Source: an optimization exercise on an open RTL-to-GDS flow (aim: small area). Production flows keep margins and buffers that such runs may drop.
Where RTL was checked, it was by simulation tests only, not by an equivalence proof against the original.

==> job 2274: inputs <==
==> flow/design.v <==
`timescale 1ns / 1ps
module debouncer (
    input clk,
    input rst,
    input btn_in,
    output reg btn_out
);
    localparam [7:0] POL = 8'haa;
    reg [7:0] s;
    wire [7:0] q = s ^ POL;
    wire mismatch = btn_in ^ btn_out;
    wire term = (q & 8'hf7) == 8'hd4;
    wire en = mismatch & ~term & ~rst;
    wire [7:0] q_n = en ? {q[6:0], q[7] ^ q[2]} : 8'h55;
    always @(posedge clk) begin
        s <= q_n ^ POL;
        btn_out <= ~rst & (term ? btn_in : btn_out);
    end
endmodule
module top (
    input CLK100MHZ,
    input BTNC, BTNU, BTNL,
    input [15:0] swt,
    input rst,
    output [15:0] led,
    output [7:0] AN,
    output [6:0] segments
);
    wire clk = CLK100MHZ;
    reg [3:0] p;
    reg [8:0] h;
    reg blink;
    wire p9 = p[3] & ~p[2] & ~p[0];
    wire p4 = ~p[2] & p[1] & p[0];
    wire h499 = ~|{h[7:5], h[3:0]};
    wire h1 = ~|{h[7:4], h[2:0]};
    wire wrap = p9 & h499;
    wire sec_tick = wrap & ~blink;                        
    wire upd = p4 & blink & h1;                           
    always @(posedge clk) begin
        p <= rst ? 4'd0 : {p[2:0], p[0] ? p[2] ^ p[3] : ~p[3]};
        if (rst | wrap) h <= 9'h004;
        else if (p9) h <= {h[7:0], h[8] ^ h[3]};
        if (rst) blink <= 1'b0;
        else if (wrap) blink <= ~blink;
    end
    wire brake_db, rev_db, u_db, l_db;
    debouncer deb_brake(clk, rst, BTNC, brake_db);
    debouncer deb_rev(clk, rst, swt[8], rev_db);
    debouncer deb_u(clk, rst, BTNU, u_db);
    debouncer deb_l(clk, rst, BTNL, l_db);
    reg L, R, X, ebq;
    wire eb = u_db & l_db;
    wire press = eb & ~ebq;
    wire Ln = (swt[7] & ~(R & ~L)) | (swt[15] & ~R);
    wire Rn = (swt[7] & ~(L & ~R)) | (swt[0] & ~L & (R | ~swt[15]));
    always @(posedge clk) begin
        ebq <= ~rst & eb;
        X <= ~rst & (X ^ press);
        L <= ~rst & (press ? ~X : (X | Ln));
        R <= ~rst & (press ? ~X : (X | Rn));
    end
    reg rs, A;
    reg [3:0] su;    
    reg [2:0] st;    
    reg [3:0] m;     
    wire su9 = su[3] & su[0];
    wire st5 = st[2] & st[0];
    wire [3:0] su_n = {(su[3] & ~su[0]) | (su[2] & su[1] & su[0]),
                       su[2] ^ (su[1] & su[0]),
                       ~su[3] & (su[1] ^ su[0]),
                       ~su[0]};
    wire [2:0] st_n = {(st[2] & ~st[0]) | (st[1] & st[0]),
                       ~st[2] & (st[1] ^ st[0]),
                       ~st[0]};
    wire [3:0] m_n = {m[3] ^ (m[2] & m[1] & m[0]), m[2] ^ (m[1] & m[0]), m[1] ^ m[0], ~m[0]};
    always @(posedge clk) begin
        if (rst) rs <= 1'b1;
        else if (sec_tick) rs <= ~X;
        if (sec_tick) A <= rs | ~X;
        if (rst || (upd && A)) begin
            su <= 4'd0; st <= 3'd0; m <= 4'd0;
        end else if (upd) begin
            su <= su_n;
            if (su9) begin
                st <= st_n;
                if (st5) m <= m_n;
            end
        end
    end
    reg v;
    reg [1:0] k;
    wire off = ~v & k[1] & k[0];
    always @(posedge clk) begin
        if (rst) begin
            v <= 1'b0; k <= 2'd3;
        end else if (p4) begin
            v <= X & ~off;
            k <= X ? {k[1] ^ k[0], ~k[0]} : 2'd3;
        end
    end
    wire m_ge10 = m[3] & (m[2] | m[1]);
    wire [3:0] m_units = m_ge10 ? {1'b0, m[2] & m[1], m[2] & ~m[1], m[0]} : m;
    reg [3:0] dv;
    always @(*) begin
        case (k)
            2'd0: dv = su;
            2'd1: dv = {1'b0, st};
            2'd2: dv = m_units;
            default: dv = {3'b000, m_ge10};
        endcase
        if (!v) dv = 4'd0;
    end
    reg [6:0] seg;
    always @(*) begin
        case (dv)
            4'h0: seg = 7'b1000000;
            4'h1: seg = 7'b1111001;
            4'h2: seg = 7'b0100100;
            4'h3: seg = 7'b0110000;
            4'h4: seg = 7'b0011001;
            4'h5: seg = 7'b0010010;
            4'h6: seg = 7'b0000010;
            4'h7: seg = 7'b1111000;
            4'h8: seg = 7'b0000000;
            default: seg = 7'b0010000;
        endcase
    end
    assign segments = off ? 7'b1111111 : seg;
    assign AN = {4'b1111, ~{v & k[1] & k[0], k[1] & ~k[0], ~k[1] & k[0], ~k[1] & ~k[0]}};
    wire brake = X | brake_db;
    assign led = {brake, blink & L, 6'b0, brake, rev_db, 4'b0, blink & R, brake};
endmodule
==> flow/flow/run.sh <==
#!/bin/bash
# Own layout flow: the standard flow (standard.sh) with these changes:
#  - synthesis maps the logic with an area-oriented ABC script (flow/area.abc),
#    module by module (SYNTH_HIERARCHICAL 1, flattened after mapping), and
#    without the adder-extraction step (ADDER_MAP_FILE empty); register
#    mapping is untouched, and flow/regnames.py gives every register the
#    instance name the standard synthesis gave it (paired by Q net, same
#    cell type), so the registers match the standard synthesis;
#  - ports are buffered with the smallest buffer (buf_1);
#  - clock tree synthesis uses clkbuf_4 buffers and no dummy loads;
#  - one tie cell per constant value drives all the constant outputs.
# If the registers do not pair up, it falls back to the standard flow.
# Each tool's full output goes to its own log in this folder.
set -uo pipefail
HERE=$(pwd)
RES=$HERE/orfs/results/$FLOW_PLATFORM/top/base
# keep every file the tools write inside this folder
mkdir -p $HERE/tmp $HERE/home
export TMPDIR=$HERE/tmp HOME=$HERE/home XDG_CACHE_HOME=$HERE/home/.cache
export MY_ABC_SCRIPT=$HERE/flow/area.abc
EXTRA=(SYNTH_SCRIPT=$HERE/flow/my_synth.tcl ADDER_MAP_FILE= SKIP_REPAIR_TIE_FANOUT=1 "BUFFER_PORTS_ARGS=-buffer_cell sky130_fd_sc_hd__buf_1" "CTS_ARGS=-sink_clustering_enable -repair_clock_nets -dont_use_dummy_load -buf_list sky130_fd_sc_hd__clkbuf_4 -sink_clustering_size 24 -sink_clustering_max_diameter 80")

fallback() {
  echo "falling back to the standard flow: $1" | tee -a fallback.txt
  rm -rf $HERE/orfs
  bash standard.sh > standard.log 2>&1
  exit $?
}

# 1. the standard synthesis, for reference
bash standard.sh synth > std_synth.log 2>&1 || fallback "standard synthesis failed"
cp $RES/1_2_yosys.v $HERE/std_1_2_yosys.v
rm -rf $HERE/orfs
# 2. our synthesis
bash standard.sh "${EXTRA[@]}" SYNTH_HIERARCHICAL=1 SYNTH_MINIMUM_KEEP_SIZE=0 $RES/1_2_yosys.v > my_synth.log 2>&1 || fallback "own synthesis failed"
cp $RES/1_2_yosys.v $HERE/my_1_2_yosys.v
python3 $HERE/flow/regnames.py $HERE/std_1_2_yosys.v $HERE/my_1_2_yosys.v $RES/1_2_yosys.v > regnames.log 2>&1 \
  || fallback "registers do not pair up ($(tail -1 regnames.log))"
# 3. the rest of the flow
bash standard.sh "${EXTRA[@]}" finish > my_flow.log 2>&1
rc=$?
wait
rm -rf $HERE/tmp
exit $rc
==> flow/flow/area.abc <==
strash
&get -n
&fraig -x
&put
scorr
dc2
strash
&get -n
&deepsyn -J 2000 -T 200
&put
strash
&get -n
&dch -f
&nf -R 1000
&put
mfs3 -a
==> flow/flow/my_synth.tcl <==
# Standard synthesis (synth_recipe.tcl) with one change: ABC maps the
# combinational logic with the area-oriented script in MY_ABC_SCRIPT.
proc synth {args} { yosys synth -nofsm -noshare {*}$args }
if {[info exists ::env(MY_ABC_SCRIPT)] && $::env(MY_ABC_SCRIPT) ne ""} {
  proc abc {args} {
    set i [lsearch $args -script]
    if {$i >= 0} { lset args [expr {$i+1}] $::env(MY_ABC_SCRIPT) }
    set j [lsearch $args -D]
    if {$j >= 0} { set args [lreplace $args $j [expr {$j+1}]] }
    puts "MYABC: abc $args"
    yosys abc {*}$args
  }
}
source $::env(SCRIPTS_DIR)/synth.tcl
# left out here: clear keep_hierarchy, flatten, clean up, hide names made inside functions, write 1_2_yosys.v
==> flow/flow/regnames.py <==
#!/usr/bin/env python3
"""Give the registers of netlist MINE the instance names that the standard
synthesis (netlist STD) gave them, pairing each register by the net on its Q
pin. Exits non-zero (and changes nothing) if the registers do not pair up one
to one with the same cell types.
usage: regnames.py STD MINE OUT"""
import re, sys

CELL = re.compile(r'^(\s*)(sky130_fd_sc_hd__\w+)\s+(\\\S+\s|[A-Za-z_][\w$]*)\s*\((.*?)\);', re.M | re.S)
FLOP = re.compile(r'sky130_fd_sc_hd__(df|edf|sdf|dl)')

def flops(text):
    res = {}
    for m in CELL.finditer(text):
        typ, name, body = m.group(2), m.group(3).strip(), m.group(4)
        if not FLOP.match(typ):
            continue
        q = re.search(r'\.Q\(\s*(\\\S+\s|[^\s()]+)\s*\)', body)
        if not q:
            sys.exit('no Q on %s' % name)
        key = q.group(1).strip()
        if key in res:
            sys.exit('Q net %s twice' % key)
        res[key] = (typ, name)
    return res

std_t = open(sys.argv[1]).read()
my_t = open(sys.argv[2]).read()
fs, fm = flops(std_t), flops(my_t)
if set(fs) != set(fm):
    sys.exit('register Q nets differ: %s' % sorted(set(fs) ^ set(fm))[:10])
for k in fs:
    if fs[k][0] != fm[k][0]:
        sys.exit('cell type differs on %s: %s vs %s' % (k, fs[k][0], fm[k][0]))
want = {fm[k][1]: fs[k][1] for k in fs}          # my flop name -> std name
taken = set(want.values())
n = [0]
def fresh():
    while True:
        n[0] += 1
        c = '_rn%d_' % n[0]
        if c not in taken:
            return c
def sub(m):
    name = m.group(3).strip()
    if name in want:
        new = want[name]
    elif name in taken:
        new = fresh()
    else:
        return m.group(0)
    tok = new + ' ' if new.startswith('\\') else new
    return '%s%s %s (%s);' % (m.group(1), m.group(2), tok, m.group(4))
out = CELL.sub(sub, my_t)
# check
fo = flops(out)
assert {k: v for k, v in fo.items()} == fs, 'rename failed'
open(sys.argv[3], 'w').write(out)
print('renamed %d registers' % sum(1 for k in fs if fs[k][1] != fm[k][1]))
==> flow/standard.sh <==
#!/bin/bash
# synth_recipe.tcl (not shown) runs the flow's synth.tcl, then flattens the netlist and writes it again
# the make line also repeats each setting of config.mk as NAME=value (left out here)
make -C /OpenROAD-flow-scripts/flow DESIGN_CONFIG=/design/flow/config.mk WORK_HOME=/design/flow/orfs CLKGATE_MAP_FILE= SYNTH_SCRIPT=/design/flow/synth_recipe.tcl "${@:-finish}"
==> flow/config.mk <==
export PLATFORM = sky130hd
export DESIGN_NAME = top
export DESIGN_NICKNAME = top
export VERILOG_FILES = /design/flow/design.v
export SDC_FILE = /design/flow/constraint.sdc
export NUM_CORES = 4
export LEC_CHECK = 0
export CAP_MARGIN = 20
export CORE_MARGIN = 2
export CORE_UTILIZATION = 40
export SLEW_MARGIN = 20
==> flow/constraint.sdc <==
create_clock -name core_clock -period 10.0 [get_ports {CLK100MHZ}]
set_input_delay 2.0000 -clock core_clock [delete_from_list [all_inputs] [get_ports {CLK100MHZ}]]
set_output_delay 2.0000 -clock core_clock [all_outputs]
set_load 0.01 [all_outputs]
==> job 6039: changes against job 2274 <==
--- a/flow/design.v
+++ b/flow/design.v
@@ -6,14 +6,15 @@
     output reg btn_out
 );
-    localparam [7:0] POL = 8'haa;
+    localparam [7:0] POL = 8'hfd;
     reg [7:0] s;
     wire [7:0] q = s ^ POL;
     wire mismatch = btn_in ^ btn_out;
-    wire term = (q & 8'hf7) == 8'hd4;
+    wire term = ~|{q[7:4], q[2], q[0]};
     wire en = mismatch & ~term & ~rst;
-    wire [7:0] q_n = en ? {q[6:0], q[7] ^ q[2]} : 8'h55;
+    wire [7:0] q_n = en ? {q[6:0], q[7] ^ q[2]} : 8'h04;
     always @(posedge clk) begin
         s <= q_n ^ POL;
-        btn_out <= ~rst & (term ? btn_in : btn_out);
+        if (rst) btn_out <= 1'b0;
+        else if (mismatch && term) btn_out <= btn_in;
     end
 endmodule
@@ -53,11 +54,22 @@
     wire eb = u_db & l_db;
     wire press = eb & ~ebq;
-    wire Ln = (swt[7] & ~(R & ~L)) | (swt[15] & ~R);
-    wire Rn = (swt[7] & ~(L & ~R)) | (swt[0] & ~L & (R | ~swt[15]));
     always @(posedge clk) begin
-        ebq <= ~rst & eb;
-        X <= ~rst & (X ^ press);
-        L <= ~rst & (press ? ~X : (X | Ln));
-        R <= ~rst & (press ? ~X : (X | Rn));
+        if (rst) begin
+            {L, R, X} <= 3'b000;
+            ebq <= 1'b0;
+        end else begin
+            ebq <= eb;
+            if (press) {L, R, X} <= X ? 3'b000 : 3'b111;
+            else if (!X) begin
+                case ({L, R})
+                    2'b00: if (swt[7]) {L, R} <= 2'b11;
+                           else if (swt[15]) {L, R} <= 2'b10;
+                           else if (swt[0]) {L, R} <= 2'b01;
+                    2'b10: if (!swt[15] && !swt[7]) {L, R} <= 2'b00;
+                    2'b01: if (!swt[0] && !swt[7]) {L, R} <= 2'b00;
+                    default: if (!swt[7]) {L, R} <= 2'b00;
+                endcase
+            end
+        end
     end
     reg rs, A;
==> flow/flow/run.sh (replaced) <==
#!/bin/bash
# Own layout flow: the standard flow (standard.sh) with these changes:
#  - synthesis maps the logic with an area-oriented ABC script (flow/area.abc)
#    and without the adder-extraction step (ADDER_MAP_FILE empty); register
#    mapping is untouched, and flow/regnames.py gives every register the
#    instance name the standard synthesis gave it (paired by Q net, same
#    cell type), so the registers match the standard synthesis;
#  - ports are buffered with the smallest buffer (buf_1);
#  - clock tree synthesis uses clkbuf_4 (clkbuf_8 at the root) and no dummy loads;
#  - one tie cell per constant value drives all the constant outputs.
# If the registers do not pair up, it falls back to the standard flow.
# Each tool's full output goes to its own log in this folder.
set -uo pipefail
HERE=$(pwd)
RES=$HERE/orfs/results/$FLOW_PLATFORM/top/base
export MY_ABC_SCRIPT=$HERE/flow/area.abc
EXTRA=(SYNTH_SCRIPT=$HERE/flow/my_synth.tcl ADDER_MAP_FILE= SKIP_REPAIR_TIE_FANOUT=1 "BUFFER_PORTS_ARGS=-buffer_cell sky130_fd_sc_hd__buf_1" "CTS_ARGS=-sink_clustering_enable -repair_clock_nets -dont_use_dummy_load -buf_list sky130_fd_sc_hd__clkbuf_4 -root_buf sky130_fd_sc_hd__clkbuf_8 -sink_clustering_size 12 -sink_clustering_max_diameter 60")

fallback() {
  echo "falling back to the standard flow: $1" | tee -a fallback.txt
  rm -rf $HERE/orfs
  bash standard.sh > standard.log 2>&1
  exit $?
}

# 1. the standard synthesis, for reference
bash standard.sh synth > std_synth.log 2>&1 || fallback "standard synthesis failed"
cp $RES/1_2_yosys.v $HERE/std_1_2_yosys.v
rm -rf $HERE/orfs
# 2. our synthesis
bash standard.sh "${EXTRA[@]}" $RES/1_2_yosys.v > my_synth.log 2>&1 || fallback "own synthesis failed"
cp $RES/1_2_yosys.v $HERE/my_1_2_yosys.v
python3 $HERE/flow/regnames.py $HERE/std_1_2_yosys.v $HERE/my_1_2_yosys.v $RES/1_2_yosys.v > regnames.log 2>&1 \
  || fallback "registers do not pair up ($(tail -1 regnames.log))"
# 3. the rest of the flow
bash standard.sh "${EXTRA[@]}" finish > my_flow.log 2>&1
==> flow/flow/area.abc (replaced) <==
strash
&get -n
&fraig -x
&put
scorr
dc2
dc2
strash
&get -n
&dch -f
&nf -R 1000
&put
strash
&get -n
&dch -f
&nf -R 1000
&put
==> job 3288: changes against job 2274 <==
==> flow/design.v, changed modules only <==
module debouncer (
    input clk,
    input rst,
    input btn_in,
    output reg btn_out
);
    reg [7:0] c;
    wire mismatch = btn_in ^ btn_out;
    wire term = (c == 8'h0b);
    wire fb = ~(c[7] ^ c[5] ^ c[4] ^ c[3]);
    wire en = mismatch & ~term & ~rst;
    always @(posedge clk) begin
        c <= en ? {c[6:0], fb} : 8'd0;
        if (rst) btn_out <= 1'b0;
        else if (mismatch && term) btn_out <= btn_in;
    end
endmodule
module top (
    input CLK100MHZ,
    input BTNC, BTNU, BTNL,
    input [15:0] swt,
    input rst,
    output [15:0] led,
    output [7:0] AN,
    output [6:0] segments
);
    wire clk = CLK100MHZ;
    reg [4:0] p;
    reg [8:0] h;
    reg blink;
    wire p9 = p[4] & ~p[3];
    wire p4 = ~p[4] & p[3];
    wire [8:0] hc = {h[7:0] & hc[7:0], p9};      
    wire h499 = &{h[8:4], h[1:0]};
    wire wrap = p9 & h499;
    wire sec_tick = wrap & ~blink;                        
    wire upd = p4 & blink & (h == 9'd1);                  
    always @(posedge clk) begin
        p <= rst ? 5'd0 : {p[3:0], ~p[4]};
        h <= (rst | wrap) ? 9'd0 : h ^ hc;
        if (rst) blink <= 1'b0;
        else if (wrap) blink <= ~blink;
    end
    wire brake_db, rev_db, u_db, l_db;
    debouncer deb_brake(clk, rst, BTNC, brake_db);
    debouncer deb_rev(clk, rst, swt[8], rev_db);
    debouncer deb_u(clk, rst, BTNU, u_db);
    debouncer deb_l(clk, rst, BTNL, l_db);
    reg L, R, X, ebq;
    wire eb = u_db & l_db;
    wire press = eb & ~ebq;
    always @(posedge clk) begin
        if (rst) begin
            {L, R, X} <= 3'b000;
            ebq <= 1'b0;
        end else begin
            ebq <= eb;
            if (press) {L, R, X} <= X ? 3'b000 : 3'b111;
            else if (!X) begin
                case ({L, R})
                    2'b00: if (swt[7]) {L, R} <= 2'b11;
                           else if (swt[15]) {L, R} <= 2'b10;
                           else if (swt[0]) {L, R} <= 2'b01;
                    2'b10: if (!swt[15] && !swt[7]) {L, R} <= 2'b00;
                    2'b01: if (!swt[0] && !swt[7]) {L, R} <= 2'b00;
                    default: if (!swt[7]) {L, R} <= 2'b00;
                endcase
            end
        end
    end
    reg rs, A;
    reg [3:0] su;    
    reg [2:0] st;    
    reg [3:0] m;     
    wire su9 = su[3] & su[0];
    wire st5 = st[2] & st[0];
    wire [3:0] su_n = {(su[3] & ~su[0]) | (su[2] & su[1] & su[0]),
                       su[2] ^ (su[1] & su[0]),
                       ~su[3] & (su[1] ^ su[0]),
                       ~su[0]};
    wire [2:0] st_n = {(st[2] & ~st[0]) | (st[1] & st[0]),
                       ~st[2] & (st[1] ^ st[0]),
                       ~st[0]};
    wire [3:0] m_n = {m[3] ^ (m[2] & m[1] & m[0]), m[2] ^ (m[1] & m[0]), m[1] ^ m[0], ~m[0]};
    always @(posedge clk) begin
        if (rst) rs <= 1'b1;
        else if (sec_tick) rs <= ~X;
        if (sec_tick) A <= rs | ~X;
        if (rst || (upd && A)) begin
            su <= 4'd0; st <= 3'd0; m <= 4'd0;
        end else if (upd) begin
            su <= su_n;
            if (su9) begin
                st <= st_n;
                if (st5) m <= m_n;
            end
        end
    end
    reg on, onp;
    reg [1:0] k;
    always @(posedge clk) begin
        if (rst) begin
            on <= 1'b0; onp <= 1'b0; k <= 2'd3;
        end else if (p4) begin
            onp <= on;
            on <= X;
            k <= X ? {k[1] ^ k[0], ~k[0]} : 2'd3;
        end
    end
    wire m_ge10 = m[3] & (m[2] | m[1]);
    wire [3:0] m_units = m_ge10 ? {1'b0, m[2] & m[1], m[2] & ~m[1], m[0]} : m;
    reg [3:0] dv;
    always @(*) begin
        case (k)
            2'd0: dv = su;
            2'd1: dv = {1'b0, st};
            2'd2: dv = m_units;
            default: dv = {3'b000, m_ge10};
        endcase
        if (!onp) dv = 4'd0;
    end
    reg [6:0] seg;
    always @(*) begin
        case (dv)
            4'h0: seg = 7'b1000000;
            4'h1: seg = 7'b1111001;
            4'h2: seg = 7'b0100100;
            4'h3: seg = 7'b0110000;
            4'h4: seg = 7'b0011001;
            4'h5: seg = 7'b0010010;
            4'h6: seg = 7'b0000010;
            4'h7: seg = 7'b1111000;
            4'h8: seg = 7'b0000000;
            default: seg = 7'b0010000;
        endcase
    end
    assign segments = on ? seg : 7'b1111111;
    assign AN = {4'b1111, ~({4{on}} & {k[1] & k[0], k[1] & ~k[0], ~k[1] & k[0], ~k[1] & ~k[0]})};
    wire brake = X | brake_db;
    assign led = {brake, blink & L, 6'b0, brake, rev_db, 4'b0, blink & R, brake};
endmodule
==> flow/flow/run.sh (replaced) <==
#!/bin/bash
# Own layout flow: the standard flow (standard.sh) with these changes:
#  - synthesis maps the logic with an area-oriented ABC script (flow/area.abc)
#    and without the adder-extraction step (ADDER_MAP_FILE empty); register
#    mapping is untouched, and flow/regnames.py gives every register the
#    instance name the standard synthesis gave it (paired by Q net, same
#    cell type), so the registers match the standard synthesis;
#  - ports are buffered with the smallest buffer (buf_1).
# If the registers do not pair up, it falls back to the standard flow.
# Each tool's full output goes to its own log in this folder.
set -uo pipefail
HERE=$(pwd)
RES=$HERE/orfs/results/$FLOW_PLATFORM/top/base
export MY_ABC_SCRIPT=$HERE/flow/area.abc
EXTRA=(SYNTH_SCRIPT=$HERE/flow/my_synth.tcl ADDER_MAP_FILE= "BUFFER_PORTS_ARGS=-buffer_cell sky130_fd_sc_hd__buf_1")

fallback() {
  echo "falling back to the standard flow: $1" | tee -a fallback.txt
  rm -rf $HERE/orfs
  bash standard.sh > standard.log 2>&1
  exit $?
}

# 1. the standard synthesis, for reference
bash standard.sh synth > std_synth.log 2>&1 || fallback "standard synthesis failed"
cp $RES/1_2_yosys.v $HERE/std_1_2_yosys.v
rm -rf $HERE/orfs
# 2. our synthesis
bash standard.sh "${EXTRA[@]}" $RES/1_2_yosys.v > my_synth.log 2>&1 || fallback "own synthesis failed"
cp $RES/1_2_yosys.v $HERE/my_1_2_yosys.v
python3 $HERE/flow/regnames.py $HERE/std_1_2_yosys.v $HERE/my_1_2_yosys.v $RES/1_2_yosys.v > regnames.log 2>&1 \
  || fallback "registers do not pair up ($(tail -1 regnames.log))"
# 3. the rest of the flow
bash standard.sh "${EXTRA[@]}" finish > my_flow.log 2>&1
==> flow/flow/area.abc (replaced) <==
strash
&get -n
&fraig -x
&put
scorr
dc2
dc2
strash
&get -n
&dch -f
&nf -R 1000
&put
strash
&get -n
&dch -f
&nf -R 1000
&put
==> summary.txt <==
| item | job 6039 | job 3288 | job 2274 |
|---|---|---|---|
| Run status | finished clean | finished clean | finished clean |
| Register clock-pin slew on the reported worst setup and hold paths | 60 ps | 70 ps | 100 ps |
| Tapcells inserted | 96 | 99 | 77 |
| Fin area | 3022 sq um | 3303 sq um | 2748 sq um |
| Xor and xnor fraction of the mapped netlist area | 0.02181 | 0.05045 | 0.04685 |
| Final weighted congestion of routability-driven global placement | 0.8153 | 0.7207 | 0.7908 |
| Final hold slack | 382.8 ps | 440.4 ps | 369.4 ps |
| Minimum clock period | 4246 ps | 4335 ps | 4693 ps |
| Worst-case register-to-register setup slack | 7350 ps | 7680 ps | 7090 ps |
| Multi-In Gates | 238 | 251 | 187 |
| Portion of the layout cell area used by clock cells | 0.04099 | 0.06553 | 0.02459 |
| Fraction of met3 tracks used by global routing | 0.04241 | 0.04610 | 0.05739 |
| Largest net degree at the start of global routing | 38 | 32 | 24 |
| Synth Cell Area | 2811 sq um | 2952 sq um | 2618 sq um |
| Clock tree skew after final layout | 20.11 ps | 9.370 ps | 36.98 ps |
| Post-placement cell area | 2898 sq um | 3087 sq um | 2680 sq um |
| Wire length of the first global-routing pass | 8507 microns | 8921 microns | 7286 microns |
| Post-detailed-route wirelength per cell | 11.07 microns | 10.56 microns | 11.10 microns |
| Setup Slack @ Placement | 6100 ps | 6022 ps | 5749 ps |
| Effective utilization at floorplan | 0.4138 | 0.4091 | 0.4122 |
| Number of sinks handled by clock tree synthesis | 70 | 72 | 70 |
| Initial drt markers | 85 | 70 | 52 |
For job 6039, only the layout was checked, not whether the RTL still works.

[re-timing with driven ports]
The flow's constraints put no driver on any port. The routed layouts listed below were extracted and timed again, unchanged, in two steps. Step 1 sets driving cells, clkbuf_16 on the clock port and buf_2 on the other inputs (assumed; they add their load-dependent delay and slew). Step 2 times the ports against the registers' clock, not the clock port: input delays grow and output delays shrink by t, the midpoint of the rising clock arrivals with the driver on. Slacks: no drivers / after step 1 / after step 2; pairs: no drivers / after step 1.
run	t, ns	slack for setup (ns)	clock arrival spread, ns	cell pins on the clock port's net
job 2274	0.413	5.307 / 5.281 / 5.694	0.037 / 0.038	1
job 6039	0.352	5.754 / 5.725 / 6.077	0.023 / 0.023	1
job 3288	0.360	5.665 / 5.637 / 5.997	0.010 / 0.010	1
After both steps setup and hold are still met in every run listed.
